Source: an optimization exercise on an open RTL-to-GDS flow (aim: small area and a short achievable clock period). Production flows keep margins and buffers that such runs may drop. Where RTL was checked, it was by simulation tests only, not by an equivalence proof against the original. Function not checked in run 1: the RTL went through the layout flow alone. Power and IR drop assume default switching activity.

==> flow/design.v (outline; a module is shown in full before it is edited, if it fits) <==
// module abs_difference: 8 lines
// module SAD_4x8: 1128 lines
// module sad_fa: 4 lines
// module sad_ha: 4 lines
// module control: 28 lines
// module top_level: 161 lines
module top_level
#(parameter WIDTH = 8)
(
	input clk, rst, init, finish, ack,
	input [WIDTH-1:0]
		ori_0,
		ori_1,
		ori_2,
		ori_3,
		ori_4,
		ori_5,
		ori_6,
		ori_7,
		ori_8,
		ori_9,
		ori_10,
		ori_11,
		ori_12,
		ori_13,
		ori_14,
		ori_15,
		ori_16,
		ori_17,
		ori_18,
		ori_19,
		ori_20,
		ori_21,
		ori_22,
		ori_23,
		ori_24,
		ori_25,
		ori_26,
		ori_27,
		ori_28,
		ori_29,
		ori_30,
		ori_31,
		can_0,
		can_1,
		can_2,
		can_3,
		can_4,
		can_5,
		can_6,
		can_7,
		can_8,
		can_9,
		can_10,
		can_11,
		can_12,
		can_13,
		can_14,
		can_15,
		can_16,
		can_17,
		can_18,
		can_19,
		can_20,
		can_21,
		can_22,
		can_23,
		can_24,
		can_25,
		can_26,
		can_27,
		can_28,
		can_29,
		can_30,
		can_31,
	output done,
	output [WIDTH+4:0] out_sad
	);
  // ...
==> flow/flow/run.sh <==
#!/bin/bash
# The standard layout, except that the port buffers are buf_1 cells
# (buffer_ports otherwise picks the slow, large clkdlybuf4s50_1). repair_design
# and repair_timing still resize them as they do any buffer.
set -euo pipefail
export BUFFER_PORTS_ARGS="-buffer_cell sky130_fd_sc_hd__buf_1"
bash standard.sh finish > standard.log 2>&1
==> flow/standard.sh <==
#!/bin/bash
# synth_recipe.tcl (not shown) runs the flow's synth.tcl, then flattens the netlist and writes it again
# the make line also repeats each setting of config.mk as NAME=value (left out here)
make -C /OpenROAD-flow-scripts/flow DESIGN_CONFIG=/design/flow/config.mk WORK_HOME=/design/flow/orfs CLKGATE_MAP_FILE= SYNTH_SCRIPT=/design/flow/synth_recipe.tcl "${@:-finish}"
==> flow/config.mk <==
export PLATFORM = sky130hd
export DESIGN_NAME = top_level
export DESIGN_NICKNAME = top_level
export VERILOG_FILES = /design/flow/design.v
export SDC_FILE = /design/flow/constraint.sdc
export NUM_CORES = 4
export LEC_CHECK = 0
export ABC_AREA = 1
export CAP_MARGIN = 20
export CORE_MARGIN = 2
export CORE_UTILIZATION = 40
export SLEW_MARGIN = 20
export SYNTH_HIERARCHICAL = 1
export SYNTH_MINIMUM_KEEP_SIZE = 0
==> flow/constraint.sdc <==
create_clock -name core_clock -period 5.8 [get_ports {clk}]
set_input_delay 1.1600 -clock core_clock [delete_from_list [all_inputs] [get_ports {clk}]]
set_output_delay 1.1600 -clock core_clock [all_outputs]
set_load 0.01 [all_outputs]
==> reports/results.txt, run 1 <==
Mapped Cells: 3922
Detailed Route WL: 77000 um
antenna violations before repair: 1
CP Launch Type: flip-flop
TritonCTS sink count: 266
critical path endpoint: out_sad[12]
total grt overflow: 0
Max IR drop VDD: 873 uV
Post-Syn Area: 28800 um^2
WS Path Type: flip-flop to output port
Inverters excl. clock: 871
top flop regs: b_SAD_4x8.ra (196), b_SAD_4x8.rb (45), b_SAD_4x8.t_a (7)
critical path data required time: 4640 ps
htree depth: 1
first-pass GRT wire length: 122000 um
largest class: multi-input combinational cells
worst reg2reg startpoint: b_SAD_4x8.ra[126]$_DFF_P_
max reg flops: 196
Seq/total area: 16.2%
WP depth: 8
utilization after layout: 46.3%
Seq cells post-synth: 266
status: timing/DRC/antenna clean
Synth cell types: 28
register cell area after layout: 5340 um^2
==> module SAD_4x8, before the edit <==
module SAD_4x8
(
	input clk,
	input [7:0]
		ori_0,
		ori_1,
		ori_2,
		ori_3,
		ori_4,
		ori_5,
		ori_6,
		ori_7,
		ori_8,
		ori_9,
		ori_10,
		ori_11,
		ori_12,
		ori_13,
		ori_14,
		ori_15,
		ori_16,
		ori_17,
		ori_18,
		ori_19,
		ori_20,
		ori_21,
		ori_22,
		ori_23,
		ori_24,
		ori_25,
		ori_26,
		ori_27,
		ori_28,
		ori_29,
		ori_30,
		ori_31,
		can_0,
		can_1,
		can_2,
		can_3,
		can_4,
		can_5,
		can_6,
		can_7,
		can_8,
		can_9,
		can_10,
		can_11,
		can_12,
		can_13,
		can_14,
		can_15,
		can_16,
		can_17,
		can_18,
		can_19,
		can_20,
		can_21,
		can_22,
		can_23,
		can_24,
		can_25,
		can_26,
		can_27,
		can_28,
		can_29,
		can_30,
		can_31,
	input clr,    
	input upd,    
	input take,   
	output [12:0] out_sad
);
	wire [8:0] t_0 = {1'b0, ori_0} + {1'b0, ~can_0};
	wire c_0 = t_0[8];
	wire [7:0] y_0 = t_0[7:0] ^ {8{~c_0}};
	wire [8:0] t_1 = {1'b0, ori_1} + {1'b0, ~can_1};
	wire c_1 = t_1[8];
	wire [7:0] y_1 = t_1[7:0] ^ {8{~c_1}};
	wire [8:0] t_2 = {1'b0, ori_2} + {1'b0, ~can_2};
	wire c_2 = t_2[8];
	wire [7:0] y_2 = t_2[7:0] ^ {8{~c_2}};
	wire [8:0] t_3 = {1'b0, ori_3} + {1'b0, ~can_3};
	wire c_3 = t_3[8];
	wire [7:0] y_3 = t_3[7:0] ^ {8{~c_3}};
	wire [8:0] t_4 = {1'b0, ori_4} + {1'b0, ~can_4};
	wire c_4 = t_4[8];
	wire [7:0] y_4 = t_4[7:0] ^ {8{~c_4}};
	wire [8:0] t_5 = {1'b0, ori_5} + {1'b0, ~can_5};
	wire c_5 = t_5[8];
	wire [7:0] y_5 = t_5[7:0] ^ {8{~c_5}};
	wire [8:0] t_6 = {1'b0, ori_6} + {1'b0, ~can_6};
	wire c_6 = t_6[8];
	wire [7:0] y_6 = t_6[7:0] ^ {8{~c_6}};
	wire [8:0] t_7 = {1'b0, ori_7} + {1'b0, ~can_7};
	wire c_7 = t_7[8];
	wire [7:0] y_7 = t_7[7:0] ^ {8{~c_7}};
	wire [8:0] t_8 = {1'b0, ori_8} + {1'b0, ~can_8};
	wire c_8 = t_8[8];
	wire [7:0] y_8 = t_8[7:0] ^ {8{~c_8}};
	wire d0_8 = ori_8[0] ^ can_8[0];
	wire p1_8 = c_8 & t_8[0];
	wire [8:0] t_9 = {1'b0, ori_9} + {1'b0, ~can_9};
	wire c_9 = t_9[8];
	wire [7:0] y_9 = t_9[7:0] ^ {8{~c_9}};
	wire d0_9 = ori_9[0] ^ can_9[0];
	wire p1_9 = c_9 & t_9[0];
	wire [8:0] t_10 = {1'b0, ori_10} + {1'b0, ~can_10};
	wire c_10 = t_10[8];
	wire [7:0] y_10 = t_10[7:0] ^ {8{~c_10}};
	wire d0_10 = ori_10[0] ^ can_10[0];
	wire p1_10 = c_10 & t_10[0];
	wire [8:0] t_11 = {1'b0, ori_11} + {1'b0, ~can_11};
	wire c_11 = t_11[8];
	wire [7:0] y_11 = t_11[7:0] ^ {8{~c_11}};
	wire d0_11 = ori_11[0] ^ can_11[0];
	wire p1_11 = c_11 & t_11[0];
	wire [8:0] t_12 = {1'b0, ori_12} + {1'b0, ~can_12};
	wire c_12 = t_12[8];
	wire [7:0] y_12 = t_12[7:0] ^ {8{~c_12}};
	wire d0_12 = ori_12[0] ^ can_12[0];
	wire p1_12 = c_12 & t_12[0];
	wire [8:0] t_13 = {1'b0, ori_13} + {1'b0, ~can_13};
	wire c_13 = t_13[8];
	wire [7:0] y_13 = t_13[7:0] ^ {8{~c_13}};
	wire d0_13 = ori_13[0] ^ can_13[0];
	wire p1_13 = c_13 & t_13[0];
	wire [8:0] t_14 = {1'b0, ori_14} + {1'b0, ~can_14};
	wire c_14 = t_14[8];
	wire [7:0] y_14 = t_14[7:0] ^ {8{~c_14}};
	wire d0_14 = ori_14[0] ^ can_14[0];
	wire p1_14 = c_14 & t_14[0];
	wire [8:0] t_15 = {1'b0, ori_15} + {1'b0, ~can_15};
	wire c_15 = t_15[8];
	wire [7:0] y_15 = t_15[7:0] ^ {8{~c_15}};
	wire d0_15 = ori_15[0] ^ can_15[0];
	wire p1_15 = c_15 & t_15[0];
	wire [8:0] t_16 = {1'b0, ori_16} + {1'b0, ~can_16};
	wire c_16 = t_16[8];
	wire [7:0] y_16 = t_16[7:0] ^ {8{~c_16}};
	wire d0_16 = ori_16[0] ^ can_16[0];
	wire p1_16 = c_16 & t_16[0];
	wire d1_16 = y_16[1] ^ p1_16;
	wire p2_16 = p1_16 & t_16[1];
	wire [8:0] t_17 = {1'b0, ori_17} + {1'b0, ~can_17};
	wire c_17 = t_17[8];
	wire [7:0] y_17 = t_17[7:0] ^ {8{~c_17}};
	wire d0_17 = ori_17[0] ^ can_17[0];
	wire p1_17 = c_17 & t_17[0];
	wire d1_17 = y_17[1] ^ p1_17;
	wire p2_17 = p1_17 & t_17[1];
	wire [8:0] t_18 = {1'b0, ori_18} + {1'b0, ~can_18};
	wire c_18 = t_18[8];
	wire [7:0] y_18 = t_18[7:0] ^ {8{~c_18}};
	wire d0_18 = ori_18[0] ^ can_18[0];
	wire p1_18 = c_18 & t_18[0];
	wire d1_18 = y_18[1] ^ p1_18;
	wire p2_18 = p1_18 & t_18[1];
	wire [8:0] t_19 = {1'b0, ori_19} + {1'b0, ~can_19};
	wire c_19 = t_19[8];
	wire [7:0] y_19 = t_19[7:0] ^ {8{~c_19}};
	wire d0_19 = ori_19[0] ^ can_19[0];
	wire p1_19 = c_19 & t_19[0];
	wire d1_19 = y_19[1] ^ p1_19;
	wire p2_19 = p1_19 & t_19[1];
	wire [8:0] t_20 = {1'b0, ori_20} + {1'b0, ~can_20};
	wire c_20 = t_20[8];
	wire [7:0] y_20 = t_20[7:0] ^ {8{~c_20}};
	wire d0_20 = ori_20[0] ^ can_20[0];
	wire p1_20 = c_20 & t_20[0];
	wire d1_20 = y_20[1] ^ p1_20;
	wire p2_20 = p1_20 & t_20[1];
	wire [8:0] t_21 = {1'b0, ori_21} + {1'b0, ~can_21};
	wire c_21 = t_21[8];
	wire [7:0] y_21 = t_21[7:0] ^ {8{~c_21}};
	wire d0_21 = ori_21[0] ^ can_21[0];
	wire p1_21 = c_21 & t_21[0];
	wire d1_21 = y_21[1] ^ p1_21;
	wire p2_21 = p1_21 & t_21[1];
	wire [8:0] t_22 = {1'b0, ori_22} + {1'b0, ~can_22};
	wire c_22 = t_22[8];
	wire [7:0] y_22 = t_22[7:0] ^ {8{~c_22}};
	wire d0_22 = ori_22[0] ^ can_22[0];
	wire p1_22 = c_22 & t_22[0];
	wire d1_22 = y_22[1] ^ p1_22;
	wire p2_22 = p1_22 & t_22[1];
	wire [8:0] t_23 = {1'b0, ori_23} + {1'b0, ~can_23};
	wire c_23 = t_23[8];
	wire [7:0] y_23 = t_23[7:0] ^ {8{~c_23}};
	wire d0_23 = ori_23[0] ^ can_23[0];
	wire p1_23 = c_23 & t_23[0];
	wire d1_23 = y_23[1] ^ p1_23;
	wire p2_23 = p1_23 & t_23[1];
	wire [8:0] t_24 = {1'b0, ori_24} + {1'b0, ~can_24};
	wire c_24 = t_24[8];
	wire [7:0] y_24 = t_24[7:0] ^ {8{~c_24}};
	wire d0_24 = ori_24[0] ^ can_24[0];
	wire p1_24 = c_24 & t_24[0];
	wire d1_24 = y_24[1] ^ p1_24;
	wire p2_24 = p1_24 & t_24[1];
	wire d2_24 = y_24[2] ^ p2_24;
	wire p3_24 = p2_24 & t_24[2];
	wire [8:0] t_25 = {1'b0, ori_25} + {1'b0, ~can_25};
	wire c_25 = t_25[8];
	wire [7:0] y_25 = t_25[7:0] ^ {8{~c_25}};
	wire d0_25 = ori_25[0] ^ can_25[0];
	wire p1_25 = c_25 & t_25[0];
	wire d1_25 = y_25[1] ^ p1_25;
	wire p2_25 = p1_25 & t_25[1];
	wire d2_25 = y_25[2] ^ p2_25;
	wire p3_25 = p2_25 & t_25[2];
	wire [8:0] t_26 = {1'b0, ori_26} + {1'b0, ~can_26};
	wire c_26 = t_26[8];
	wire [7:0] y_26 = t_26[7:0] ^ {8{~c_26}};
	wire d0_26 = ori_26[0] ^ can_26[0];
	wire p1_26 = c_26 & t_26[0];
	wire d1_26 = y_26[1] ^ p1_26;
	wire p2_26 = p1_26 & t_26[1];
	wire d2_26 = y_26[2] ^ p2_26;
	wire p3_26 = p2_26 & t_26[2];
	wire [8:0] t_27 = {1'b0, ori_27} + {1'b0, ~can_27};
	wire c_27 = t_27[8];
	wire [7:0] y_27 = t_27[7:0] ^ {8{~c_27}};
	wire d0_27 = ori_27[0] ^ can_27[0];
	wire p1_27 = c_27 & t_27[0];
	wire d1_27 = y_27[1] ^ p1_27;
	wire p2_27 = p1_27 & t_27[1];
	wire d2_27 = y_27[2] ^ p2_27;
	wire p3_27 = p2_27 & t_27[2];
	wire [8:0] t_28 = {1'b0, ori_28} + {1'b0, ~can_28};
	wire c_28 = t_28[8];
	wire [7:0] y_28 = t_28[7:0] ^ {8{~c_28}};
	wire d0_28 = ori_28[0] ^ can_28[0];
	wire p1_28 = c_28 & t_28[0];
	wire d1_28 = y_28[1] ^ p1_28;
	wire p2_28 = p1_28 & t_28[1];
	wire d2_28 = y_28[2] ^ p2_28;
	wire p3_28 = p2_28 & t_28[2];
	wire [8:0] t_29 = {1'b0, ori_29} + {1'b0, ~can_29};
	wire c_29 = t_29[8];
	wire [7:0] y_29 = t_29[7:0] ^ {8{~c_29}};
	wire d0_29 = ori_29[0] ^ can_29[0];
	wire p1_29 = c_29 & t_29[0];
	wire d1_29 = y_29[1] ^ p1_29;
	wire p2_29 = p1_29 & t_29[1];
	wire d2_29 = y_29[2] ^ p2_29;
	wire p3_29 = p2_29 & t_29[2];
	wire [8:0] t_30 = {1'b0, ori_30} + {1'b0, ~can_30};
	wire c_30 = t_30[8];
	wire [7:0] y_30 = t_30[7:0] ^ {8{~c_30}};
	wire d0_30 = ori_30[0] ^ can_30[0];
	wire p1_30 = c_30 & t_30[0];
	wire d1_30 = y_30[1] ^ p1_30;
	wire p2_30 = p1_30 & t_30[1];
	wire d2_30 = y_30[2] ^ p2_30;
	wire p3_30 = p2_30 & t_30[2];
	wire [8:0] t_31 = {1'b0, ori_31} + {1'b0, ~can_31};
	wire c_31 = t_31[8];
	wire [7:0] y_31 = t_31[7:0] ^ {8{~c_31}};
	wire d0_31 = ori_31[0] ^ can_31[0];
	wire p1_31 = c_31 & t_31[0];
	wire d1_31 = y_31[1] ^ p1_31;
	wire p2_31 = p1_31 & t_31[1];
	wire d2_31 = y_31[2] ^ p2_31;
	wire p3_31 = p2_31 & t_31[2];
	reg [195:0] ra;
	reg [44:0] rb;
	wire s1;
	wire c2;
	wire s3;
	wire c4;
	wire s5;
	wire c6;
	wire s7;
	wire c8;
	wire s9;
	wire c10;
	wire s11;
	wire c12;
	wire s13;
	wire c14;
	wire s15;
	wire c16;
	wire s17;
	wire c18;
	wire s19;
	wire c20;
	wire s21;
	wire c22;
	wire s23;
	wire c24;
	wire s25;
	wire c26;
	wire s27;
	wire c28;
	wire s29;
	wire c30;
	wire s31;
	wire c32;
	wire s33;
	wire c34;
	wire s35;
	wire c36;
	wire s37;
	wire c38;
	wire s39;
	wire c40;
	wire s41;
	wire c42;
	wire s43;
	wire c44;
	wire s45;
	wire c46;
	wire s47;
	wire c48;
	wire s49;
	wire c50;
	wire s51;
	wire c52;
	wire s53;
	wire c54;
	wire s55;
	wire c56;
	wire s57;
	wire c58;
	wire s59;
	wire c60;
	wire s61;
	wire c62;
	wire s63;
	wire c64;
	wire s65;
	wire c66;
	wire s67;
	wire c68;
	wire s69;
	wire c70;
	wire s71;
	wire c72;
	wire s73;
	wire c74;
	wire s75;
	wire c76;
	wire s77;
	wire c78;
	wire s79;
	wire c80;
	wire s81;
	wire c82;
	wire s83;
	wire c84;
	wire s85;
	wire c86;
	wire s87;
	wire c88;
	wire s89;
	wire c90;
	wire s91;
	wire c92;
	wire s93;
	wire c94;
	wire s95;
	wire c96;
	wire s97;
	wire c98;
	wire s99;
	wire c100;
	wire s101;
	wire c102;
	wire s103;
	wire c104;
	wire s105;
	wire c106;
	wire s107;
	wire c108;
	wire s109;
	wire c110;
	wire s111;
	wire c112;
	wire s113;
	wire c114;
	wire s115;
	wire c116;
	wire s117;
	wire c118;
	wire s119;
	wire c120;
	wire s121;
	wire c122;
	wire s123;
	wire c124;
	wire s125;
	wire c126;
	wire s127;
	wire c128;
	wire s129;
	wire c130;
	wire s131;
	wire c132;
	wire s133;
	wire c134;
	wire s135;
	wire c136;
	wire s137;
	wire c138;
	wire s139;
	wire c140;
	wire s141;
	wire c142;
	wire s143;
	wire c144;
	wire s145;
	wire c146;
	wire s147;
	wire c148;
	wire s149;
	wire c150;
	wire s151;
	wire c152;
	wire s153;
	wire c154;
	wire s155;
	wire c156;
	wire s157;
	wire c158;
	wire s159;
	wire c160;
	wire s161;
	wire c162;
	wire s163;
	wire c164;
	wire s165;
	wire c166;
	wire s167;
	wire c168;
	wire s169;
	wire c170;
	wire s171;
	wire c172;
	wire s173;
	wire c174;
	wire s175;
	wire c176;
	wire s177;
	wire c178;
	wire s179;
	wire c180;
	wire s181;
	wire c182;
	wire s183;
	wire c184;
	wire s185;
	wire c186;
	wire s187;
	wire c188;
	wire s189;
	wire c190;
	wire s191;
	wire c192;
	wire s193;
	wire c194;
	wire s195;
	wire c196;
	wire s197;
	wire c198;
	wire s199;
	wire c200;
	wire s201;
	wire c202;
	wire s203;
	wire c204;
	wire s205;
	wire c206;
	wire s207;
	wire c208;
	wire s209;
	wire c210;
	wire s211;
	wire c212;
	wire s213;
	wire c214;
	wire s215;
	wire c216;
	wire s217;
	wire c218;
	wire s219;
	wire c220;
	wire s221;
	wire c222;
	wire s223;
	wire c224;
	wire s225;
	wire c226;
	wire s227;
	wire c228;
	wire s229;
	wire c230;
	wire s231;
	wire c232;
	wire s233;
	wire c234;
	wire s235;
	wire c236;
	wire s237;
	wire c238;
	wire s239;
	wire c240;
	wire s241;
	wire c242;
	wire s243;
	wire c244;
	wire s245;
	wire c246;
	wire s247;
	wire c248;
	wire s249;
	wire c250;
	wire s251;
	wire c252;
	wire s253;
	wire c254;
	wire s255;
	wire c256;
	wire s257;
	wire c258;
	wire s259;
	wire c260;
	wire s261;
	wire c262;
	wire s263;
	wire c264;
	wire s265;
	wire c266;
	wire s267;
	wire c268;
	wire s269;
	wire c270;
	wire s271;
	wire c272;
	wire s273;
	wire c274;
	wire s275;
	wire c276;
	wire s277;
	wire c278;
	wire s279;
	wire c280;
	wire s281;
	wire c282;
	wire s283;
	wire c284;
	wire s285;
	wire c286;
	wire s287;
	wire c288;
	wire s289;
	wire c290;
	wire s291;
	wire c292;
	wire s293;
	wire c294;
	wire s295;
	wire c296;
	wire s297;
	wire c298;
	wire s299;
	wire c300;
	wire s301;
	wire c302;
	wire s303;
	wire c304;
	wire s305;
	wire c306;
	wire s307;
	wire c308;
	wire s309;
	wire c310;
	wire s311;
	wire c312;
	wire s313;
	wire c314;
	wire s315;
	wire c316;
	wire s317;
	wire c318;
	wire s319;
	wire c320;
	wire s321;
	wire c322;
	wire s323;
	wire c324;
	wire s325;
	wire c326;
	wire s327;
	wire c328;
	wire s329;
	wire c330;
	wire s331;
	wire c332;
	wire s333;
	wire c334;
	wire s335;
	wire c336;
	wire s337;
	wire c338;
	wire s339;
	wire c340;
	wire s341;
	wire c342;
	wire s343;
	wire c344;
	wire s345;
	wire c346;
	wire s347;
	wire c348;
	wire s349;
	wire c350;
	wire s351;
	wire c352;
	wire s353;
	wire c354;
	wire s355;
	wire c356;
	wire s357;
	wire c358;
	wire s359;
	wire c360;
	wire s361;
	wire c362;
	wire s363;
	wire c364;
	wire s365;
	wire c366;
	wire s367;
	wire c368;
	wire s369;
	wire c370;
	wire s371;
	wire c372;
	wire s373;
	wire c374;
	wire s375;
	wire c376;
	wire s377;
	wire c378;
	wire s379;
	wire c380;
	wire s381;
	wire c382;
	wire s383;
	wire c384;
	wire s385;
	wire c386;
	wire s387;
	wire c388;
	wire s389;
	wire c390;
	wire s391;
	wire c392;
	wire s393;
	wire c394;
	wire s395;
	wire c396;
	wire s397;
	wire c398;
	wire s399;
	wire c400;
	wire s401;
	wire c402;
	wire s403;
	wire c404;
	wire s405;
	wire c406;
	wire s407;
	wire c408;
	wire s409;
	wire c410;
	wire s411;
	wire c412;
	wire s413;
	wire c414;
	wire s415;
	wire c416;
	wire s417;
	wire c418;
	wire s419;
	wire c420;
	wire s421;
	wire c422;
	wire s423;
	wire c424;
	wire s425;
	wire c426;
	wire s427;
	wire c428;
	wire s429;
	wire c430;
	wire s431;
	wire c432;
	wire s433;
	wire c434;
	wire s435;
	wire c436;
	wire s437;
	wire c438;
	wire s439;
	wire c440;
	wire s441;
	wire c442;
	wire s443;
	wire c444;
	wire s445;
	wire c446;
	wire s447;
	wire c448;
	wire s449;
	wire c450;
	wire s451;
	wire c452;
	wire s453;
	wire c454;
	wire s455;
	wire c456;
	wire s457;
	wire c458;
	wire s459;
	wire c460;
	wire s461;
	wire c462;
	wire s463;
	wire c464;
	wire s465;
	wire c466;
	wire s467;
	wire c468;
	wire s469;
	wire c470;
	wire s471;
	wire c472;
	wire s473;
	wire c474;
	wire s475;
	wire c476;
	wire s477;
	wire c478;
	wire s479;
	wire c480;
	wire s481;
	wire c482;
	wire s483;
	wire c484;
	wire s485;
	wire c486;
	wire s487;
	wire c488;
	wire s489;
	wire c490;
	wire s491;
	wire c492;
	wire s493;
	wire c494;
	wire s495;
	wire c496;
	wire s497;
	wire c498;
	wire s499;
	wire c500;
	wire s501;
	wire c502;
	wire s503;
	wire c504;
	wire s505;
	wire c506;
	wire s507;
	wire c508;
	wire s509;
	wire c510;
	wire s511;
	wire c512;
	wire s513;
	wire c514;
	wire s515;
	wire c516;
	wire s517;
	wire c518;
	wire s519;
	wire c520;
	wire s521;
	wire c522;
	wire s523;
	wire c524;
	wire s525;
	wire c526;
	wire s527;
	wire c528;
	wire s529;
	wire c530;
	wire s531;
	wire c532;
	wire s533;
	wire c534;
	wire s535;
	wire c536;
	wire s537;
	wire c538;
	wire s539;
	wire c540;
	wire s541;
	wire c542;
	wire s543;
	wire c544;
	wire s545;
	wire c546;
	wire s547;
	wire c548;
	wire s549;
	wire c550;
	wire s551;
	wire c552;
	wire s553;
	wire c554;
	wire s555;
	wire c556;
	always @(posedge clk)
		ra <= {c184, c182, c180, c178, c176, c174, c172, c170, c168, c166, s183, s181, s179, s177, s175, s173, s171, s169, s167, s165, c164, c162, c160, c158, c156, c154, c152, c150, c148, c146, y_31[7], y_30[7], s163, s161, s159, s157, s155, s153, s151, s149, s147, s145, c144, c142, c140, c138, c136, c134, c132, c130, c128, c126, y_31[6], y_30[6], s143, s141, s139, s137, s135, s133, s131, s129, s127, s125, c124, c122, c120, c118, c116, c114, c112, c110, c108, c106, y_31[5], y_30[5], s123, s121, s119, s117, s115, s113, s111, s109, s107, s105, c104, c102, c100, c98, c96, c94, c92, c90, c88, c86, c84, c82, c80, y_31[4], y_30[4], s103, s101, s99, s97, s95, s93, s91, s89, s87, s85, s83, s81, s79, c78, c76, c74, c72, c70, c68, c66, c64, c62, c60, c58, c56, c54, p3_31, s77, s75, s73, s71, s69, s67, s65, s63, s61, s59, s57, s55, s53, c52, c50, c48, c46, c44, c42, c40, c38, c36, c34, c32, c30, c28, d2_31, s51, s49, s47, s45, s43, s41, s39, s37, s35, s33, s31, s29, s27, c26, c24, c22, c20, c18, c16, c14, c12, c10, c8, c6, c4, c2, d1_31, s25, s23, s21, s19, s17, s15, s13, s11, s9, s7, s5, s3, s1, d0_31};
	always @(posedge clk)
		rb <= {c510, s509, c508, c506, c470, s507, s505, c504, c502, s503, s501, c500, c498, s499, s497, c496, c494, s495, s493, c492, c490, s491, s489, c488, c486, s487, s485, c484, c482, s483, s481, c480, c478, s479, s477, c476, c474, s475, s473, c472, s421, s471, s415, s413, s349};
	sad_fa u_s1 (.a(y_0[0]), .b(c_0), .c(y_1[0]), .s(s1), .co(c2));
	sad_fa u_s3 (.a(c_1), .b(y_2[0]), .c(c_2), .s(s3), .co(c4));
	sad_fa u_s5 (.a(y_3[0]), .b(c_3), .c(y_4[0]), .s(s5), .co(c6));
	sad_fa u_s7 (.a(c_4), .b(y_5[0]), .c(c_5), .s(s7), .co(c8));
	sad_fa u_s9 (.a(y_6[0]), .b(c_6), .c(y_7[0]), .s(s9), .co(c10));
	sad_fa u_s11 (.a(c_7), .b(d0_8), .c(d0_9), .s(s11), .co(c12));
	sad_fa u_s13 (.a(d0_10), .b(d0_11), .c(d0_12), .s(s13), .co(c14));
	sad_fa u_s15 (.a(d0_13), .b(d0_14), .c(d0_15), .s(s15), .co(c16));
	sad_fa u_s17 (.a(d0_16), .b(d0_17), .c(d0_18), .s(s17), .co(c18));
	sad_fa u_s19 (.a(d0_19), .b(d0_20), .c(d0_21), .s(s19), .co(c20));
	sad_fa u_s21 (.a(d0_22), .b(d0_23), .c(d0_24), .s(s21), .co(c22));
	sad_fa u_s23 (.a(d0_25), .b(d0_26), .c(d0_27), .s(s23), .co(c24));
	sad_fa u_s25 (.a(d0_28), .b(d0_29), .c(d0_30), .s(s25), .co(c26));
	sad_fa u_s27 (.a(y_0[1]), .b(y_1[1]), .c(y_2[1]), .s(s27), .co(c28));
	sad_fa u_s29 (.a(y_3[1]), .b(y_4[1]), .c(y_5[1]), .s(s29), .co(c30));
	sad_fa u_s31 (.a(y_6[1]), .b(y_7[1]), .c(y_8[1]), .s(s31), .co(c32));
	sad_fa u_s33 (.a(p1_8), .b(y_9[1]), .c(p1_9), .s(s33), .co(c34));
	sad_fa u_s35 (.a(y_10[1]), .b(p1_10), .c(y_11[1]), .s(s35), .co(c36));
	sad_fa u_s37 (.a(p1_11), .b(y_12[1]), .c(p1_12), .s(s37), .co(c38));
	sad_fa u_s39 (.a(y_13[1]), .b(p1_13), .c(y_14[1]), .s(s39), .co(c40));
	sad_fa u_s41 (.a(p1_14), .b(y_15[1]), .c(p1_15), .s(s41), .co(c42));
	sad_fa u_s43 (.a(d1_16), .b(d1_17), .c(d1_18), .s(s43), .co(c44));
	sad_fa u_s45 (.a(d1_19), .b(d1_20), .c(d1_21), .s(s45), .co(c46));
	sad_fa u_s47 (.a(d1_22), .b(d1_23), .c(d1_24), .s(s47), .co(c48));
	sad_fa u_s49 (.a(d1_25), .b(d1_26), .c(d1_27), .s(s49), .co(c50));
	sad_fa u_s51 (.a(d1_28), .b(d1_29), .c(d1_30), .s(s51), .co(c52));
	sad_fa u_s53 (.a(y_0[2]), .b(y_1[2]), .c(y_2[2]), .s(s53), .co(c54));
	sad_fa u_s55 (.a(y_3[2]), .b(y_4[2]), .c(y_5[2]), .s(s55), .co(c56));
	sad_fa u_s57 (.a(y_6[2]), .b(y_7[2]), .c(y_8[2]), .s(s57), .co(c58));
	sad_fa u_s59 (.a(y_9[2]), .b(y_10[2]), .c(y_11[2]), .s(s59), .co(c60));
	sad_fa u_s61 (.a(y_12[2]), .b(y_13[2]), .c(y_14[2]), .s(s61), .co(c62));
	sad_fa u_s63 (.a(y_15[2]), .b(y_16[2]), .c(p2_16), .s(s63), .co(c64));
	sad_fa u_s65 (.a(y_17[2]), .b(p2_17), .c(y_18[2]), .s(s65), .co(c66));
	sad_fa u_s67 (.a(p2_18), .b(y_19[2]), .c(p2_19), .s(s67), .co(c68));
	sad_fa u_s69 (.a(y_20[2]), .b(p2_20), .c(y_21[2]), .s(s69), .co(c70));
	sad_fa u_s71 (.a(p2_21), .b(y_22[2]), .c(p2_22), .s(s71), .co(c72));
	sad_fa u_s73 (.a(y_23[2]), .b(p2_23), .c(d2_24), .s(s73), .co(c74));
	sad_fa u_s75 (.a(d2_25), .b(d2_26), .c(d2_27), .s(s75), .co(c76));
	sad_fa u_s77 (.a(d2_28), .b(d2_29), .c(d2_30), .s(s77), .co(c78));
	sad_fa u_s79 (.a(y_0[3]), .b(y_1[3]), .c(y_2[3]), .s(s79), .co(c80));
	sad_fa u_s81 (.a(y_3[3]), .b(y_4[3]), .c(y_5[3]), .s(s81), .co(c82));
	sad_fa u_s83 (.a(y_6[3]), .b(y_7[3]), .c(y_8[3]), .s(s83), .co(c84));
	sad_fa u_s85 (.a(y_9[3]), .b(y_10[3]), .c(y_11[3]), .s(s85), .co(c86));
	sad_fa u_s87 (.a(y_12[3]), .b(y_13[3]), .c(y_14[3]), .s(s87), .co(c88));
	sad_fa u_s89 (.a(y_15[3]), .b(y_16[3]), .c(y_17[3]), .s(s89), .co(c90));
	sad_fa u_s91 (.a(y_18[3]), .b(y_19[3]), .c(y_20[3]), .s(s91), .co(c92));
	sad_fa u_s93 (.a(y_21[3]), .b(y_22[3]), .c(y_23[3]), .s(s93), .co(c94));
	sad_fa u_s95 (.a(y_24[3]), .b(p3_24), .c(y_25[3]), .s(s95), .co(c96));
	sad_fa u_s97 (.a(p3_25), .b(y_26[3]), .c(p3_26), .s(s97), .co(c98));
	sad_fa u_s99 (.a(y_27[3]), .b(p3_27), .c(y_28[3]), .s(s99), .co(c100));
	sad_fa u_s101 (.a(p3_28), .b(y_29[3]), .c(p3_29), .s(s101), .co(c102));
	sad_fa u_s103 (.a(y_30[3]), .b(p3_30), .c(y_31[3]), .s(s103), .co(c104));
	sad_fa u_s105 (.a(y_0[4]), .b(y_1[4]), .c(y_2[4]), .s(s105), .co(c106));
	sad_fa u_s107 (.a(y_3[4]), .b(y_4[4]), .c(y_5[4]), .s(s107), .co(c108));
	sad_fa u_s109 (.a(y_6[4]), .b(y_7[4]), .c(y_8[4]), .s(s109), .co(c110));
	sad_fa u_s111 (.a(y_9[4]), .b(y_10[4]), .c(y_11[4]), .s(s111), .co(c112));
	sad_fa u_s113 (.a(y_12[4]), .b(y_13[4]), .c(y_14[4]), .s(s113), .co(c114));
	sad_fa u_s115 (.a(y_15[4]), .b(y_16[4]), .c(y_17[4]), .s(s115), .co(c116));
	sad_fa u_s117 (.a(y_18[4]), .b(y_19[4]), .c(y_20[4]), .s(s117), .co(c118));
	sad_fa u_s119 (.a(y_21[4]), .b(y_22[4]), .c(y_23[4]), .s(s119), .co(c120));
	sad_fa u_s121 (.a(y_24[4]), .b(y_25[4]), .c(y_26[4]), .s(s121), .co(c122));
	sad_fa u_s123 (.a(y_27[4]), .b(y_28[4]), .c(y_29[4]), .s(s123), .co(c124));
	sad_fa u_s125 (.a(y_0[5]), .b(y_1[5]), .c(y_2[5]), .s(s125), .co(c126));
	sad_fa u_s127 (.a(y_3[5]), .b(y_4[5]), .c(y_5[5]), .s(s127), .co(c128));
	sad_fa u_s129 (.a(y_6[5]), .b(y_7[5]), .c(y_8[5]), .s(s129), .co(c130));
	sad_fa u_s131 (.a(y_9[5]), .b(y_10[5]), .c(y_11[5]), .s(s131), .co(c132));
	sad_fa u_s133 (.a(y_12[5]), .b(y_13[5]), .c(y_14[5]), .s(s133), .co(c134));
	sad_fa u_s135 (.a(y_15[5]), .b(y_16[5]), .c(y_17[5]), .s(s135), .co(c136));
	sad_fa u_s137 (.a(y_18[5]), .b(y_19[5]), .c(y_20[5]), .s(s137), .co(c138));
	sad_fa u_s139 (.a(y_21[5]), .b(y_22[5]), .c(y_23[5]), .s(s139), .co(c140));
	sad_fa u_s141 (.a(y_24[5]), .b(y_25[5]), .c(y_26[5]), .s(s141), .co(c142));
	sad_fa u_s143 (.a(y_27[5]), .b(y_28[5]), .c(y_29[5]), .s(s143), .co(c144));
	sad_fa u_s145 (.a(y_0[6]), .b(y_1[6]), .c(y_2[6]), .s(s145), .co(c146));
	sad_fa u_s147 (.a(y_3[6]), .b(y_4[6]), .c(y_5[6]), .s(s147), .co(c148));
	sad_fa u_s149 (.a(y_6[6]), .b(y_7[6]), .c(y_8[6]), .s(s149), .co(c150));
	sad_fa u_s151 (.a(y_9[6]), .b(y_10[6]), .c(y_11[6]), .s(s151), .co(c152));
	sad_fa u_s153 (.a(y_12[6]), .b(y_13[6]), .c(y_14[6]), .s(s153), .co(c154));
	sad_fa u_s155 (.a(y_15[6]), .b(y_16[6]), .c(y_17[6]), .s(s155), .co(c156));
	sad_fa u_s157 (.a(y_18[6]), .b(y_19[6]), .c(y_20[6]), .s(s157), .co(c158));
	sad_fa u_s159 (.a(y_21[6]), .b(y_22[6]), .c(y_23[6]), .s(s159), .co(c160));
	sad_fa u_s161 (.a(y_24[6]), .b(y_25[6]), .c(y_26[6]), .s(s161), .co(c162));
	sad_fa u_s163 (.a(y_27[6]), .b(y_28[6]), .c(y_29[6]), .s(s163), .co(c164));
	sad_fa u_s165 (.a(y_0[7]), .b(y_1[7]), .c(y_2[7]), .s(s165), .co(c166));
	sad_fa u_s167 (.a(y_3[7]), .b(y_4[7]), .c(y_5[7]), .s(s167), .co(c168));
	sad_fa u_s169 (.a(y_6[7]), .b(y_7[7]), .c(y_8[7]), .s(s169), .co(c170));
	sad_fa u_s171 (.a(y_9[7]), .b(y_10[7]), .c(y_11[7]), .s(s171), .co(c172));
	sad_fa u_s173 (.a(y_12[7]), .b(y_13[7]), .c(y_14[7]), .s(s173), .co(c174));
	sad_fa u_s175 (.a(y_15[7]), .b(y_16[7]), .c(y_17[7]), .s(s175), .co(c176));
	sad_fa u_s177 (.a(y_18[7]), .b(y_19[7]), .c(y_20[7]), .s(s177), .co(c178));
	sad_fa u_s179 (.a(y_21[7]), .b(y_22[7]), .c(y_23[7]), .s(s179), .co(c180));
	sad_fa u_s181 (.a(y_24[7]), .b(y_25[7]), .c(y_26[7]), .s(s181), .co(c182));
	sad_fa u_s183 (.a(y_27[7]), .b(y_28[7]), .c(y_29[7]), .s(s183), .co(c184));
	sad_fa u_s185 (.a(ra[14]), .b(ra[15]), .c(ra[16]), .s(s185), .co(c186));
	sad_fa u_s187 (.a(ra[17]), .b(ra[18]), .c(ra[19]), .s(s187), .co(c188));
	sad_fa u_s189 (.a(ra[20]), .b(ra[21]), .c(ra[22]), .s(s189), .co(c190));
	sad_fa u_s191 (.a(ra[23]), .b(ra[24]), .c(ra[25]), .s(s191), .co(c192));
	sad_fa u_s193 (.a(ra[41]), .b(ra[42]), .c(ra[43]), .s(s193), .co(c194));
	sad_fa u_s195 (.a(ra[44]), .b(ra[45]), .c(ra[46]), .s(s195), .co(c196));
	sad_fa u_s197 (.a(ra[47]), .b(ra[48]), .c(ra[49]), .s(s197), .co(c198));
	sad_fa u_s199 (.a(ra[50]), .b(ra[51]), .c(ra[52]), .s(s199), .co(c200));
	sad_fa u_s201 (.a(ra[53]), .b(ra[54]), .c(ra[55]), .s(s201), .co(c202));
	sad_fa u_s203 (.a(ra[56]), .b(ra[57]), .c(ra[58]), .s(s203), .co(c204));
	sad_fa u_s205 (.a(ra[68]), .b(ra[69]), .c(ra[70]), .s(s205), .co(c206));
	sad_fa u_s207 (.a(ra[71]), .b(ra[72]), .c(ra[73]), .s(s207), .co(c208));
	sad_fa u_s209 (.a(ra[74]), .b(ra[75]), .c(ra[76]), .s(s209), .co(c210));
	sad_fa u_s211 (.a(ra[77]), .b(ra[78]), .c(ra[79]), .s(s211), .co(c212));
	sad_fa u_s213 (.a(ra[80]), .b(ra[81]), .c(ra[82]), .s(s213), .co(c214));
	sad_fa u_s215 (.a(ra[83]), .b(ra[84]), .c(ra[85]), .s(s215), .co(c216));
	sad_fa u_s217 (.a(ra[86]), .b(ra[87]), .c(ra[88]), .s(s217), .co(c218));
	sad_fa u_s219 (.a(ra[95]), .b(ra[96]), .c(ra[97]), .s(s219), .co(c220));
	sad_fa u_s221 (.a(ra[98]), .b(ra[99]), .c(ra[100]), .s(s221), .co(c222));
	sad_fa u_s223 (.a(ra[101]), .b(ra[102]), .c(ra[103]), .s(s223), .co(c224));
	sad_fa u_s225 (.a(ra[104]), .b(ra[105]), .c(ra[106]), .s(s225), .co(c226));
	sad_fa u_s227 (.a(ra[107]), .b(ra[108]), .c(ra[109]), .s(s227), .co(c228));
	sad_fa u_s229 (.a(ra[110]), .b(ra[111]), .c(ra[112]), .s(s229), .co(c230));
	sad_ha u_s231 (.a(ra[113]), .b(ra[114]), .s(s231), .co(c232));
	sad_fa u_s233 (.a(ra[120]), .b(ra[121]), .c(ra[122]), .s(s233), .co(c234));
	sad_fa u_s235 (.a(ra[123]), .b(ra[124]), .c(ra[125]), .s(s235), .co(c236));
	sad_fa u_s237 (.a(ra[126]), .b(ra[127]), .c(ra[128]), .s(s237), .co(c238));
	sad_fa u_s239 (.a(ra[129]), .b(ra[130]), .c(ra[131]), .s(s239), .co(c240));
	sad_fa u_s241 (.a(ra[132]), .b(ra[133]), .c(ra[134]), .s(s241), .co(c242));
	sad_fa u_s243 (.a(ra[142]), .b(ra[143]), .c(ra[144]), .s(s243), .co(c244));
	sad_fa u_s245 (.a(ra[145]), .b(ra[146]), .c(ra[147]), .s(s245), .co(c246));
	sad_fa u_s247 (.a(ra[148]), .b(ra[149]), .c(ra[150]), .s(s247), .co(c248));
	sad_fa u_s249 (.a(ra[151]), .b(ra[152]), .c(ra[153]), .s(s249), .co(c250));
	sad_fa u_s251 (.a(ra[164]), .b(ra[165]), .c(ra[166]), .s(s251), .co(c252));
	sad_fa u_s253 (.a(ra[167]), .b(ra[168]), .c(ra[169]), .s(s253), .co(c254));
	sad_fa u_s255 (.a(ra[170]), .b(ra[171]), .c(ra[172]), .s(s255), .co(c256));
	sad_ha u_s257 (.a(ra[173]), .b(ra[174]), .s(s257), .co(c258));
	sad_ha u_s259 (.a(ra[0]), .b(ra[1]), .s(s259), .co(c260));
	sad_fa u_s261 (.a(ra[26]), .b(ra[27]), .c(ra[28]), .s(s261), .co(c262));
	sad_fa u_s263 (.a(ra[29]), .b(ra[30]), .c(ra[31]), .s(s263), .co(c264));
	sad_fa u_s265 (.a(ra[32]), .b(ra[33]), .c(ra[34]), .s(s265), .co(c266));
	sad_ha u_s267 (.a(ra[35]), .b(ra[36]), .s(s267), .co(c268));
	sad_fa u_s269 (.a(ra[59]), .b(ra[60]), .c(ra[61]), .s(s269), .co(c270));
	sad_fa u_s271 (.a(ra[62]), .b(ra[63]), .c(ra[64]), .s(s271), .co(c272));
	sad_fa u_s273 (.a(ra[65]), .b(ra[66]), .c(ra[67]), .s(s273), .co(c274));
	sad_fa u_s275 (.a(c186), .b(c188), .c(c190), .s(s275), .co(c276));
	sad_fa u_s277 (.a(c192), .b(s193), .c(s195), .s(s277), .co(c278));
	sad_fa u_s279 (.a(ra[89]), .b(ra[90]), .c(ra[91]), .s(s279), .co(c280));
	sad_fa u_s281 (.a(ra[92]), .b(ra[93]), .c(ra[94]), .s(s281), .co(c282));
	sad_fa u_s283 (.a(c194), .b(c196), .c(c198), .s(s283), .co(c284));
	sad_fa u_s285 (.a(c200), .b(c202), .c(c204), .s(s285), .co(c286));
	sad_fa u_s287 (.a(s205), .b(s207), .c(s209), .s(s287), .co(c288));
	sad_ha u_s289 (.a(s211), .b(s213), .s(s289), .co(c290));
	sad_fa u_s291 (.a(ra[115]), .b(ra[116]), .c(ra[117]), .s(s291), .co(c292));
	sad_fa u_s293 (.a(ra[118]), .b(ra[119]), .c(c206), .s(s293), .co(c294));
	sad_fa u_s295 (.a(c208), .b(c210), .c(c212), .s(s295), .co(c296));
	sad_fa u_s297 (.a(c214), .b(c216), .c(c218), .s(s297), .co(c298));
	sad_fa u_s299 (.a(s219), .b(s221), .c(s223), .s(s299), .co(c300));
	sad_fa u_s301 (.a(s225), .b(s227), .c(s229), .s(s301), .co(c302));
	sad_fa u_s303 (.a(ra[135]), .b(ra[136]), .c(ra[137]), .s(s303), .co(c304));
	sad_fa u_s305 (.a(ra[138]), .b(ra[139]), .c(ra[140]), .s(s305), .co(c306));
	sad_fa u_s307 (.a(ra[141]), .b(c220), .c(c222), .s(s307), .co(c308));
	sad_fa u_s309 (.a(c224), .b(c226), .c(c228), .s(s309), .co(c310));
	sad_fa u_s311 (.a(c230), .b(c232), .c(s233), .s(s311), .co(c312));
	sad_fa u_s313 (.a(s235), .b(s237), .c(s239), .s(s313), .co(c314));
	sad_fa u_s315 (.a(ra[154]), .b(ra[155]), .c(ra[156]), .s(s315), .co(c316));
	sad_fa u_s317 (.a(ra[157]), .b(ra[158]), .c(ra[159]), .s(s317), .co(c318));
	sad_fa u_s319 (.a(ra[160]), .b(ra[161]), .c(ra[162]), .s(s319), .co(c320));
	sad_fa u_s321 (.a(ra[163]), .b(c234), .c(c236), .s(s321), .co(c322));
	sad_fa u_s323 (.a(c238), .b(c240), .c(c242), .s(s323), .co(c324));
	sad_fa u_s325 (.a(s243), .b(s245), .c(s247), .s(s325), .co(c326));
	sad_fa u_s327 (.a(ra[175]), .b(ra[176]), .c(ra[177]), .s(s327), .co(c328));
	sad_fa u_s329 (.a(ra[178]), .b(ra[179]), .c(ra[180]), .s(s329), .co(c330));
	sad_fa u_s331 (.a(ra[181]), .b(ra[182]), .c(ra[183]), .s(s331), .co(c332));
	sad_fa u_s333 (.a(ra[184]), .b(ra[185]), .c(c244), .s(s333), .co(c334));
	sad_fa u_s335 (.a(c246), .b(c248), .c(c250), .s(s335), .co(c336));
	sad_fa u_s337 (.a(s251), .b(s253), .c(s255), .s(s337), .co(c338));
	sad_fa u_s339 (.a(ra[186]), .b(ra[187]), .c(ra[188]), .s(s339), .co(c340));
	sad_fa u_s341 (.a(ra[189]), .b(ra[190]), .c(ra[191]), .s(s341), .co(c342));
	sad_fa u_s343 (.a(ra[192]), .b(ra[193]), .c(ra[194]), .s(s343), .co(c344));
	sad_ha u_s345 (.a(ra[195]), .b(c252), .s(s345), .co(c346));
	sad_fa u_s347 (.a(ra[2]), .b(ra[3]), .c(ra[4]), .s(s347), .co(c348));
	sad_fa u_s349 (.a(ra[5]), .b(ra[6]), .c(ra[7]), .s(s349), .co(c350));
	sad_fa u_s351 (.a(ra[37]), .b(ra[38]), .c(ra[39]), .s(s351), .co(c352));
	sad_fa u_s353 (.a(ra[40]), .b(s185), .c(s187), .s(s353), .co(c354));
	sad_fa u_s355 (.a(s189), .b(s191), .c(c260), .s(s355), .co(c356));
	sad_fa u_s357 (.a(s197), .b(s199), .c(s201), .s(s357), .co(c358));
	sad_fa u_s359 (.a(s203), .b(c262), .c(c264), .s(s359), .co(c360));
	sad_fa u_s361 (.a(c266), .b(c268), .c(s269), .s(s361), .co(c362));
	sad_ha u_s363 (.a(s271), .b(s273), .s(s363), .co(c364));
	sad_fa u_s365 (.a(s215), .b(s217), .c(c270), .s(s365), .co(c366));
	sad_fa u_s367 (.a(c272), .b(c274), .c(c276), .s(s367), .co(c368));
	sad_fa u_s369 (.a(c278), .b(s279), .c(s281), .s(s369), .co(c370));
	sad_fa u_s371 (.a(s283), .b(s285), .c(s287), .s(s371), .co(c372));
	sad_fa u_s373 (.a(s231), .b(c280), .c(c282), .s(s373), .co(c374));
	sad_fa u_s375 (.a(c284), .b(c286), .c(c288), .s(s375), .co(c376));
	sad_fa u_s377 (.a(c290), .b(s291), .c(s293), .s(s377), .co(c378));
	sad_fa u_s379 (.a(s295), .b(s297), .c(s299), .s(s379), .co(c380));
	sad_fa u_s381 (.a(s241), .b(c292), .c(c294), .s(s381), .co(c382));
	sad_fa u_s383 (.a(c296), .b(c298), .c(c300), .s(s383), .co(c384));
	sad_fa u_s385 (.a(c302), .b(s303), .c(s305), .s(s385), .co(c386));
	sad_fa u_s387 (.a(s307), .b(s309), .c(s311), .s(s387), .co(c388));
	sad_fa u_s389 (.a(s249), .b(c304), .c(c306), .s(s389), .co(c390));
	sad_fa u_s391 (.a(c308), .b(c310), .c(c312), .s(s391), .co(c392));
	sad_fa u_s393 (.a(c314), .b(s315), .c(s317), .s(s393), .co(c394));
	sad_fa u_s395 (.a(s319), .b(s321), .c(s323), .s(s395), .co(c396));
	sad_fa u_s397 (.a(s257), .b(c316), .c(c318), .s(s397), .co(c398));
	sad_fa u_s399 (.a(c320), .b(c322), .c(c324), .s(s399), .co(c400));
	sad_fa u_s401 (.a(c326), .b(s327), .c(s329), .s(s401), .co(c402));
	sad_fa u_s403 (.a(s331), .b(s333), .c(s335), .s(s403), .co(c404));
	sad_fa u_s405 (.a(c254), .b(c256), .c(c258), .s(s405), .co(c406));
	sad_fa u_s407 (.a(c328), .b(c330), .c(c332), .s(s407), .co(c408));
	sad_fa u_s409 (.a(c334), .b(c336), .c(c338), .s(s409), .co(c410));
	sad_fa u_s411 (.a(s339), .b(s341), .c(s343), .s(s411), .co(c412));
	sad_fa u_s413 (.a(ra[8]), .b(ra[9]), .c(ra[10]), .s(s413), .co(c414));
	sad_ha u_s415 (.a(ra[11]), .b(ra[12]), .s(s415), .co(c416));
	sad_fa u_s417 (.a(s261), .b(s263), .c(s265), .s(s417), .co(c418));
	sad_fa u_s419 (.a(s267), .b(c348), .c(c350), .s(s419), .co(c420));
	sad_ha u_s421 (.a(s351), .b(s353), .s(s421), .co(c422));
	sad_fa u_s423 (.a(s275), .b(s277), .c(c352), .s(s423), .co(c424));
	sad_fa u_s425 (.a(c354), .b(c356), .c(s357), .s(s425), .co(c426));
	sad_fa u_s427 (.a(s359), .b(s361), .c(s363), .s(s427), .co(c428));
	sad_fa u_s429 (.a(s289), .b(c358), .c(c360), .s(s429), .co(c430));
	sad_fa u_s431 (.a(c362), .b(c364), .c(s365), .s(s431), .co(c432));
	sad_fa u_s433 (.a(s367), .b(s369), .c(s371), .s(s433), .co(c434));
	sad_fa u_s435 (.a(s301), .b(c366), .c(c368), .s(s435), .co(c436));
	sad_fa u_s437 (.a(c370), .b(c372), .c(s373), .s(s437), .co(c438));
	sad_fa u_s439 (.a(s375), .b(s377), .c(s379), .s(s439), .co(c440));
	sad_fa u_s441 (.a(s313), .b(c374), .c(c376), .s(s441), .co(c442));
	sad_fa u_s443 (.a(c378), .b(c380), .c(s381), .s(s443), .co(c444));
	sad_fa u_s445 (.a(s383), .b(s385), .c(s387), .s(s445), .co(c446));
	sad_fa u_s447 (.a(s325), .b(c382), .c(c384), .s(s447), .co(c448));
	sad_fa u_s449 (.a(c386), .b(c388), .c(s389), .s(s449), .co(c450));
	sad_fa u_s451 (.a(s391), .b(s393), .c(s395), .s(s451), .co(c452));
	sad_fa u_s453 (.a(s337), .b(c390), .c(c392), .s(s453), .co(c454));
	sad_fa u_s455 (.a(c394), .b(c396), .c(s397), .s(s455), .co(c456));
	sad_fa u_s457 (.a(s399), .b(s401), .c(s403), .s(s457), .co(c458));
	sad_fa u_s459 (.a(s345), .b(c398), .c(c400), .s(s459), .co(c460));
	sad_fa u_s461 (.a(c402), .b(c404), .c(s405), .s(s461), .co(c462));
	sad_fa u_s463 (.a(s407), .b(s409), .c(s411), .s(s463), .co(c464));
	sad_fa u_s465 (.a(c340), .b(c342), .c(c344), .s(s465), .co(c466));
	sad_fa u_s467 (.a(c346), .b(c406), .c(c408), .s(s467), .co(c468));
	sad_ha u_s469 (.a(c410), .b(c412), .s(s469), .co(c470));
	sad_fa u_s471 (.a(ra[13]), .b(s259), .c(s347), .s(s471), .co(c472));
	sad_fa u_s473 (.a(s355), .b(c414), .c(c416), .s(s473), .co(c474));
	sad_ha u_s475 (.a(s417), .b(s419), .s(s475), .co(c476));
	sad_fa u_s477 (.a(c418), .b(c420), .c(c422), .s(s477), .co(c478));
	sad_fa u_s479 (.a(s423), .b(s425), .c(s427), .s(s479), .co(c480));
	sad_fa u_s481 (.a(c424), .b(c426), .c(c428), .s(s481), .co(c482));
	sad_fa u_s483 (.a(s429), .b(s431), .c(s433), .s(s483), .co(c484));
	sad_fa u_s485 (.a(c430), .b(c432), .c(c434), .s(s485), .co(c486));
	sad_fa u_s487 (.a(s435), .b(s437), .c(s439), .s(s487), .co(c488));
	sad_fa u_s489 (.a(c436), .b(c438), .c(c440), .s(s489), .co(c490));
	sad_fa u_s491 (.a(s441), .b(s443), .c(s445), .s(s491), .co(c492));
	sad_fa u_s493 (.a(c442), .b(c444), .c(c446), .s(s493), .co(c494));
	sad_fa u_s495 (.a(s447), .b(s449), .c(s451), .s(s495), .co(c496));
	sad_fa u_s497 (.a(c448), .b(c450), .c(c452), .s(s497), .co(c498));
	sad_fa u_s499 (.a(s453), .b(s455), .c(s457), .s(s499), .co(c500));
	sad_fa u_s501 (.a(c454), .b(c456), .c(c458), .s(s501), .co(c502));
	sad_fa u_s503 (.a(s459), .b(s461), .c(s463), .s(s503), .co(c504));
	sad_fa u_s505 (.a(c460), .b(c462), .c(c464), .s(s505), .co(c506));
	sad_fa u_s507 (.a(s465), .b(s467), .c(s469), .s(s507), .co(c508));
	sad_ha u_s509 (.a(c466), .b(c468), .s(s509), .co(c510));
	sad_ha u_s511 (.a(rb[0]), .b(rb[1]), .s(s511), .co(c512));
	sad_fa u_s513 (.a(rb[4]), .b(rb[5]), .c(rb[6]), .s(s513), .co(c514));
	sad_fa u_s515 (.a(rb[8]), .b(rb[9]), .c(rb[10]), .s(s515), .co(c516));
	sad_fa u_s517 (.a(rb[12]), .b(rb[13]), .c(rb[14]), .s(s517), .co(c518));
	sad_fa u_s519 (.a(rb[16]), .b(rb[17]), .c(rb[18]), .s(s519), .co(c520));
	sad_fa u_s521 (.a(rb[20]), .b(rb[21]), .c(rb[22]), .s(s521), .co(c522));
	sad_fa u_s523 (.a(rb[24]), .b(rb[25]), .c(rb[26]), .s(s523), .co(c524));
	sad_fa u_s525 (.a(rb[28]), .b(rb[29]), .c(rb[30]), .s(s525), .co(c526));
	sad_fa u_s527 (.a(rb[32]), .b(rb[33]), .c(rb[34]), .s(s527), .co(c528));
	sad_fa u_s529 (.a(rb[36]), .b(rb[37]), .c(rb[38]), .s(s529), .co(c530));
	sad_fa u_s531 (.a(rb[40]), .b(rb[41]), .c(rb[42]), .s(s531), .co(c532));
	sad_ha u_s533 (.a(rb[2]), .b(rb[3]), .s(s533), .co(c534));
	sad_fa u_s535 (.a(rb[7]), .b(c512), .c(s513), .s(s535), .co(c536));
	sad_fa u_s537 (.a(rb[11]), .b(c514), .c(s515), .s(s537), .co(c538));
	sad_fa u_s539 (.a(rb[15]), .b(c516), .c(s517), .s(s539), .co(c540));
	sad_fa u_s541 (.a(rb[19]), .b(c518), .c(s519), .s(s541), .co(c542));
	sad_fa u_s543 (.a(rb[23]), .b(c520), .c(s521), .s(s543), .co(c544));
	sad_fa u_s545 (.a(rb[27]), .b(c522), .c(s523), .s(s545), .co(c546));
	sad_fa u_s547 (.a(rb[31]), .b(c524), .c(s525), .s(s547), .co(c548));
	sad_fa u_s549 (.a(rb[35]), .b(c526), .c(s527), .s(s549), .co(c550));
	sad_fa u_s551 (.a(rb[39]), .b(c528), .c(s529), .s(s551), .co(c552));
	sad_fa u_s553 (.a(rb[43]), .b(c530), .c(s531), .s(s553), .co(c554));
	sad_ha u_s555 (.a(rb[44]), .b(c532), .s(s555), .co(c556));
	wire [12:0] op_a = {c556, c554, c552, c550, c548, c546, c544, c542, c540, c538, c536, c534, s511};
	wire [12:0] op_b = {1'b0, s555, s553, s551, s549, s547, s545, s543, s541, s539, s537, s535, s533};
	wire [6:0] lo = op_a[5:0] + op_b[5:0];
	wire [6:0] nxt_a = op_a[12:6];
	wire [5:0] nxt_b = {op_b[11], op_b[10], op_b[9], op_b[8], op_b[7], op_b[6]};
	reg [5:0] t_lo;
	reg t_c;
	reg [6:0] t_a;
	reg [5:0] t_b;
	always @(posedge clk)
	begin
		if (clr | (upd & ~take))
		begin
			t_lo <= 0; t_c <= 0; t_a <= 0; t_b <= 0;
		end
		else if (upd)
		begin
			t_lo <= lo[5:0]; t_c <= lo[6]; t_a <= nxt_a; t_b <= nxt_b;
		end
	end
	wire [6:0] hi_b = {1'b0, t_b[5], t_b[4], t_b[3], t_b[2], t_b[1], t_b[0]};
	assign out_sad = {t_a + hi_b + t_c, t_lo};
endmodule
==> run 2, diff against run 1 <==
--- a/flow/design.v
+++ b/flow/design.v
@@ -69,20 +69,17 @@
 		can_24,
 		can_25,
 		can_26,
 		can_27,
 		can_28,
 		can_29,
 		can_30,
 		can_31,
-	input clr,    
-	input upd,    
-	input take,   
-	output [12:0] out_sad
+	output [12:0] sum_out
 );
 	wire [8:0] t_0 = {1'b0, ori_0} + {1'b0, ~can_0};
 	wire c_0 = t_0[8];
 	wire [7:0] y_0 = t_0[7:0] ^ {8{~c_0}};
 	wire [8:0] t_1 = {1'b0, ori_1} + {1'b0, ~can_1};
 	wire c_1 = t_1[8];
 	wire [7:0] y_1 = t_1[7:0] ^ {8{~c_1}};
 	wire [8:0] t_2 = {1'b0, ori_2} + {1'b0, ~can_2};
@@ -1108,36 +1105,17 @@
 	sad_fa u_s545 (.a(rb[27]), .b(c522), .c(s523), .s(s545), .co(c546));
 	sad_fa u_s547 (.a(rb[31]), .b(c524), .c(s525), .s(s547), .co(c548));
 	sad_fa u_s549 (.a(rb[35]), .b(c526), .c(s527), .s(s549), .co(c550));
 	sad_fa u_s551 (.a(rb[39]), .b(c528), .c(s529), .s(s551), .co(c552));
 	sad_fa u_s553 (.a(rb[43]), .b(c530), .c(s531), .s(s553), .co(c554));
 	sad_ha u_s555 (.a(rb[44]), .b(c532), .s(s555), .co(c556));
 	wire [12:0] op_a = {c556, c554, c552, c550, c548, c546, c544, c542, c540, c538, c536, c534, s511};
 	wire [12:0] op_b = {1'b0, s555, s553, s551, s549, s547, s545, s543, s541, s539, s537, s535, s533};
-	wire [6:0] lo = op_a[5:0] + op_b[5:0];
-	wire [6:0] nxt_a = op_a[12:6];
-	wire [5:0] nxt_b = {op_b[11], op_b[10], op_b[9], op_b[8], op_b[7], op_b[6]};
-	reg [5:0] t_lo;
-	reg t_c;
-	reg [6:0] t_a;
-	reg [5:0] t_b;
-	always @(posedge clk)
-	begin
-		if (clr | (upd & ~take))
-		begin
-			t_lo <= 0; t_c <= 0; t_a <= 0; t_b <= 0;
-		end
-		else if (upd)
-		begin
-			t_lo <= lo[5:0]; t_c <= lo[6]; t_a <= nxt_a; t_b <= nxt_b;
-		end
-	end
-	wire [6:0] hi_b = {1'b0, t_b[5], t_b[4], t_b[3], t_b[2], t_b[1], t_b[0]};
-	assign out_sad = {t_a + hi_b + t_c, t_lo};
+	assign sum_out = op_a + op_b;
 endmodule
 module sad_fa(input a, b, c, output s, co);
 	assign s = a ^ b ^ c;
 	assign co = (a & b) | (a & c) | (b & c);
 endmodule
 module sad_ha(input a, b, output s, co);
 	assign s = a ^ b;
 	assign co = a & b;
@@ -1238,32 +1216,27 @@
 		can_28,
 		can_29,
 		can_30,
 		can_31,
 	output done,
 	output [WIDTH+4:0] out_sad
 	);
 	wire idle, en;
+	wire [12:0] sum;
 	control b_control(
 		.clk(clk),
 		.rst(rst),
 		.init(init),
 		.finish(finish),
 		.ack(ack),
 		.done(done),
 		.idle(idle),
 		.en(en)
 		);
-	reg en_1, en_2;
-	always @(posedge clk)
-	begin
-		en_1 <= en;
-		en_2 <= en_1;
-	end
 	SAD_4x8 b_SAD_4x8(
 		.clk(clk),
 		.ori_0(ori_0),
 		.ori_1(ori_1),
 		.ori_2(ori_2),
 		.ori_3(ori_3),
 		.ori_4(ori_4),
 		.ori_5(ori_5),
@@ -1320,14 +1293,23 @@
 		.can_24(can_24),
 		.can_25(can_25),
 		.can_26(can_26),
 		.can_27(can_27),
 		.can_28(can_28),
 		.can_29(can_29),
 		.can_30(can_30),
 		.can_31(can_31),
-		.clr(idle),
-		.upd(en_1),
-		.take(en_2),
-		.out_sad(out_sad)
+		.sum_out(sum)
 		);
+	reg en_1, en_2;
+	reg [12:0] total;
+	always @(posedge clk)
+	begin
+		en_1 <= en;
+		en_2 <= en_1;
+		if (idle)
+			total <= 0;
+		else if (en_1)
+			total <= en_2 ? sum : 13'd0;
+	end
+	assign out_sad = total;
 endmodule
==> flow/flow/run.sh (replaced) <==
#!/bin/bash
# The standard layout with two changes:
#  - the port buffers are buf_1 cells (buffer_ports otherwise picks the slow,
#    large clkdlybuf4s50_1); repair_design and repair_timing still resize them.
#  - synthesis maps the logic with abc_speed.script from this folder: the
#    standard script's delay mapping without its final buffering and sizing
#    passes, so the netlist starts small and the layout's repair_timing sizes
#    up only the paths that need it. Registers, flattening and renaming are
#    exactly as in the standard flow's synthesis (synth_recipe.tcl is used unchanged).
set -euo pipefail
export BUFFER_PORTS_ARGS="-buffer_cell sky130_fd_sc_hd__buf_1"
rm -rf scripts_abc
cp -r "$FLOW_HOME/scripts" scripts_abc
cp flow/abc_speed.script scripts_abc/abc_speed.script
export SCRIPTS_DIR="$PWD/scripts_abc"
bash standard.sh finish > standard.log 2>&1
==> flow/flow/abc_speed.script (new file) <==
strash
&get -n
&st
&dch
&nf
&put
==> flow/config.mk (replaced) <==
export PLATFORM = sky130hd
export DESIGN_NAME = top_level
export DESIGN_NICKNAME = top_level
export VERILOG_FILES = /design/flow/design.v
export SDC_FILE = /design/flow/constraint.sdc
export NUM_CORES = 4
export LEC_CHECK = 0
export CAP_MARGIN = 20
export CORE_MARGIN = 2
export CORE_UTILIZATION = 40
export SETUP_SLACK_MARGIN = 0
export SLEW_MARGIN = 20
export SYNTH_HIERARCHICAL = 1
export SYNTH_MINIMUM_KEEP_SIZE = 0
==> reports/results.txt, run 2 <==
status: timing/DRC/antenna clean
htree depth: 1 (unchanged)
internal power: 10.5 mW
Max IR drop VDD: 896 uV (+2.7%)
Power Dens Cells: 694 nW/um^2
clock skew: 11.4 ps
commonest non-fill, non-tap cell in the layout: buf_1
Yosys top cell area share: 25.0%
Area contributors post-synth: fa_1, dfxtp_1, ha_1, xnor2_1, clkinv_1
total core area: 58800 um^2
number of synthesized flops with an enable pin: 0
total power: 19.3 mW
die width: 248 um
min setup slack post-route: 2330 ps
top flop regs: b_SAD_4x8.ra (196), b_SAD_4x8.rb (45), total (13)
CTS Root Cell: clkbuf_16
Mapped Cells: 2378 (-39%)
# hold bufs at CTS: 0
Final Non-Filler Cells: 3736
Fin. Hold Viols: 0
RSZ-0062 raised after global routing: false
Die Area: 61300 um^2
RePlAce Congestion: 0.905
Post-Syn Area: 23700 um^2 (-18%)
Syn Nets: 3474
clk buf depth: 3
count leader, synth: clkinv_1
pin count of the biggest net entering global routing: 28
IO buf count: 530
Syn Area/Cell: 9.97 um^2
Clock Latency Late Sink: 550 ps
count of final max-slew check failures: 0
vias in the first global route: 19100
Synth cell types: 29 (+3.6%)
YS warnings: 9
DP Cell Count: 3681
critical path arrival: 3950 ps
Sw Pwr: 8.77 mW
antenna violations before repair: 0 (-1)
fin crit period: 3470 ps
static leakage: 11.2 nW
combinational power share: 70.0%
number of vias per cell: 4.82
sw frac: 45.5%
Min-Delay Path Class: input port to asynchronous set/reset pin
max reg flops: 196 (unchanged)
Pre-antenna DRT Iters: 7
vias: 18000
Sum Neg Setup Slack: 0 ps
routed len/inst: 17.7 um
Fillers: 5646
max-cap viol count: 0
WS Path Type: flip-flop to flip-flop
Worst Setup End Kind: flip-flop
first-pass GRT wire length: 101000 um (-17%)
top cells by instance count after synthesis: clkinv_1, xnor2_1, fa_1, ha_1, dfxtp_1
critical path data required time: 6280 ps (+1640 ps)
DR iter-0 viols: 684
worst reg2reg startpoint: b_SAD_4x8.rb[5]$_DFF_P_
setup bufs post-CTS: 0
GR Util All Layers: 21.3%
Rows: 89
TritonCTS sink count: 259 (-2.6%)
sequential share of power: 19.2%
worst-margin pin slew: 941 ps
Seq/Total Area, Yosys: 21.9%
total grt overflow: 0 (unchanged)
CTS tree: done
Residual DRC: 0
top_reg_cell synth: dfxtp_1
Top Ports: 531
worst slack at placement: 1930 ps
final setup vio count: 0
die height: 248 um
initial core utilization: 40.3%
PostCTS Resize Cnt: 0
Final period util: 59.9%
antenna-violating nets left: 0
Top reg by flops: b_SAD_4x8.ra
utilization after layout: 47.3% (+0.99 points)
crit-path max FO: 3
area grow syn2layout: 17.1%
max frequency: 0.288 GHz
most frequent cells in the layout: buf_1, clkinv_1, xnor2_1
max-slew headroom at the worst pin: 37.0%
largest area contributor in the netlist: fa_1
post-DP HPWL: 59700 um
Clock Power Share: 10.8%
Critical Path Start: b_SAD_4x8.rb[5]$_DFF_P_
antenna fix cells: 0
Detailed Route WL: 65900 um (-14%)
Async SR Flop Fraction: 1.16%
CP Launch Type: flip-flop
cts bufs inserted: 30
Layout Nets: 4036
Seq cells post-synth: 259 (-2.6%)
layout cells sized above 1: 1.82%
Worst-path clk slew: 60 ps
## run 2: changes by cell type after synthesis, sizes merged, moves of 47 or more
| cell | change |
|---|---|
| nand2 | -1163 |
| inv | -871 |
| clkinv | +351 |
| xnor2 | +270 |
| nand3 | -219 |
| a21oi | +82 |
| nor2 | -72 |
| nand3b | -67 |
| o21ai | +58 |
| a21o | +47 |
## run 2: final cells by class
class	count	area (um^2)	area share, %
multi-input combinational	1768	17200	61.9
sequential	259	5200	18.7
timing repair buffer	530	1990	7.16
inverter	351	1320	4.74
tap	773	967	3.48
clock buffer	37	848	3.05
clock inverter	18	262	0.941
## run 2: per-layer routing
metal | vias to the layer above | part of all wire [%] | track usage (%)
met4 | 0 | 0.64 | 2.03
met5 | - | 0 | 0
met1 | 8697 | 45 | 28.5
li1 | 8898 | - | -
met2 | 374 | 51 | 38.5
met3 | 35 | 3.8 | 1.97
## run 2: logic make-up after synthesis
family,Yosys count,synth area share [%]
adder cells (fa/ha/maj),579,39.9
XOR/XNOR,435,16.1
AO/OA/AOI/OAI,404,10.1
buffers and inverters,351,5.55
AND/OR/NAND/NOR,350,6.47
flip-flops,259,21.9
## run 2: final timing paths
kind                                                     to  slack (ps)  cells past startpoint
worst max-delay path                 total[12]$_SDFFE_PP0P_        2330                     10
worst min-delay path            b_control.done_st$_DFF_PP0_         430                      2
worst max register to register       total[12]$_SDFFE_PP0P_        2330                     10
worst min register to register       total[11]$_SDFFE_PP0P_         470                      2
max in group asynchronous          b_control.busy$_DFF_PP0_        5270                      2
min in group core_clock              total[11]$_SDFFE_PP0P_         470                      2
## run 2: power groups by stage
| stage | logic [mW] | registers, mW | clock network (mW) |
|---|---|---|---|
| 4_1_cts | 13.7 | 3.75 | 2.11 |
| 3_3_place_gp | 13.3 | 3.77 | 0 |
| 3_5_place_dp | 13.6 | 3.77 | 0 |
| 2_1_floorplan | 9.08 | 3.44 | 0 |
| 6_report | 13.5 | 3.71 | 2.08 |
| 5_1_grt | 15.3 | 3.82 | 2.19 |
## run 2: critical path, cell delays in order, from the launching register on
cell and delay (ps):
dfxtp_1 390, fa_1 450, fa_1 540, clkinv_1 90, fa_1 430, o21ai_0 420
a41oi_1 240, o31ai_1 320, xor2_1 230, nand3_1 100, a21oi_1 180
## run 2: through the flow
| step | instance area (um^2) | hold WS [ps] |
|---|---|---|
| after floorplan | 23700 | 386 |
| after global placement | 26700 | 451 |
| after detailed placement | 26700 | 452 |
| after CTS | 27800 | 411 |
| after global routing | 27800 | 417 |
| final | 27800 | 426 |
## run 2: Yosys stat by module, one instance, submodules excluded
module	copies in the design	area, um^2	flip-flops and latches
SAD_4x8	1	17600	241
control	1	125	3
sad_fa	263	20.0	0
sad_ha	15	12.5	0
top_level	1	512	15

Re-timed with assumed drivers on the ports (clkbuf_16 on the clock, buf_2 on other inputs), run 2 has 2.327 ns of setup slack against 2.327 ns with ideal ports, and 1.933 ns once port delays also move by the mid clock arrival of 0.601 ns.
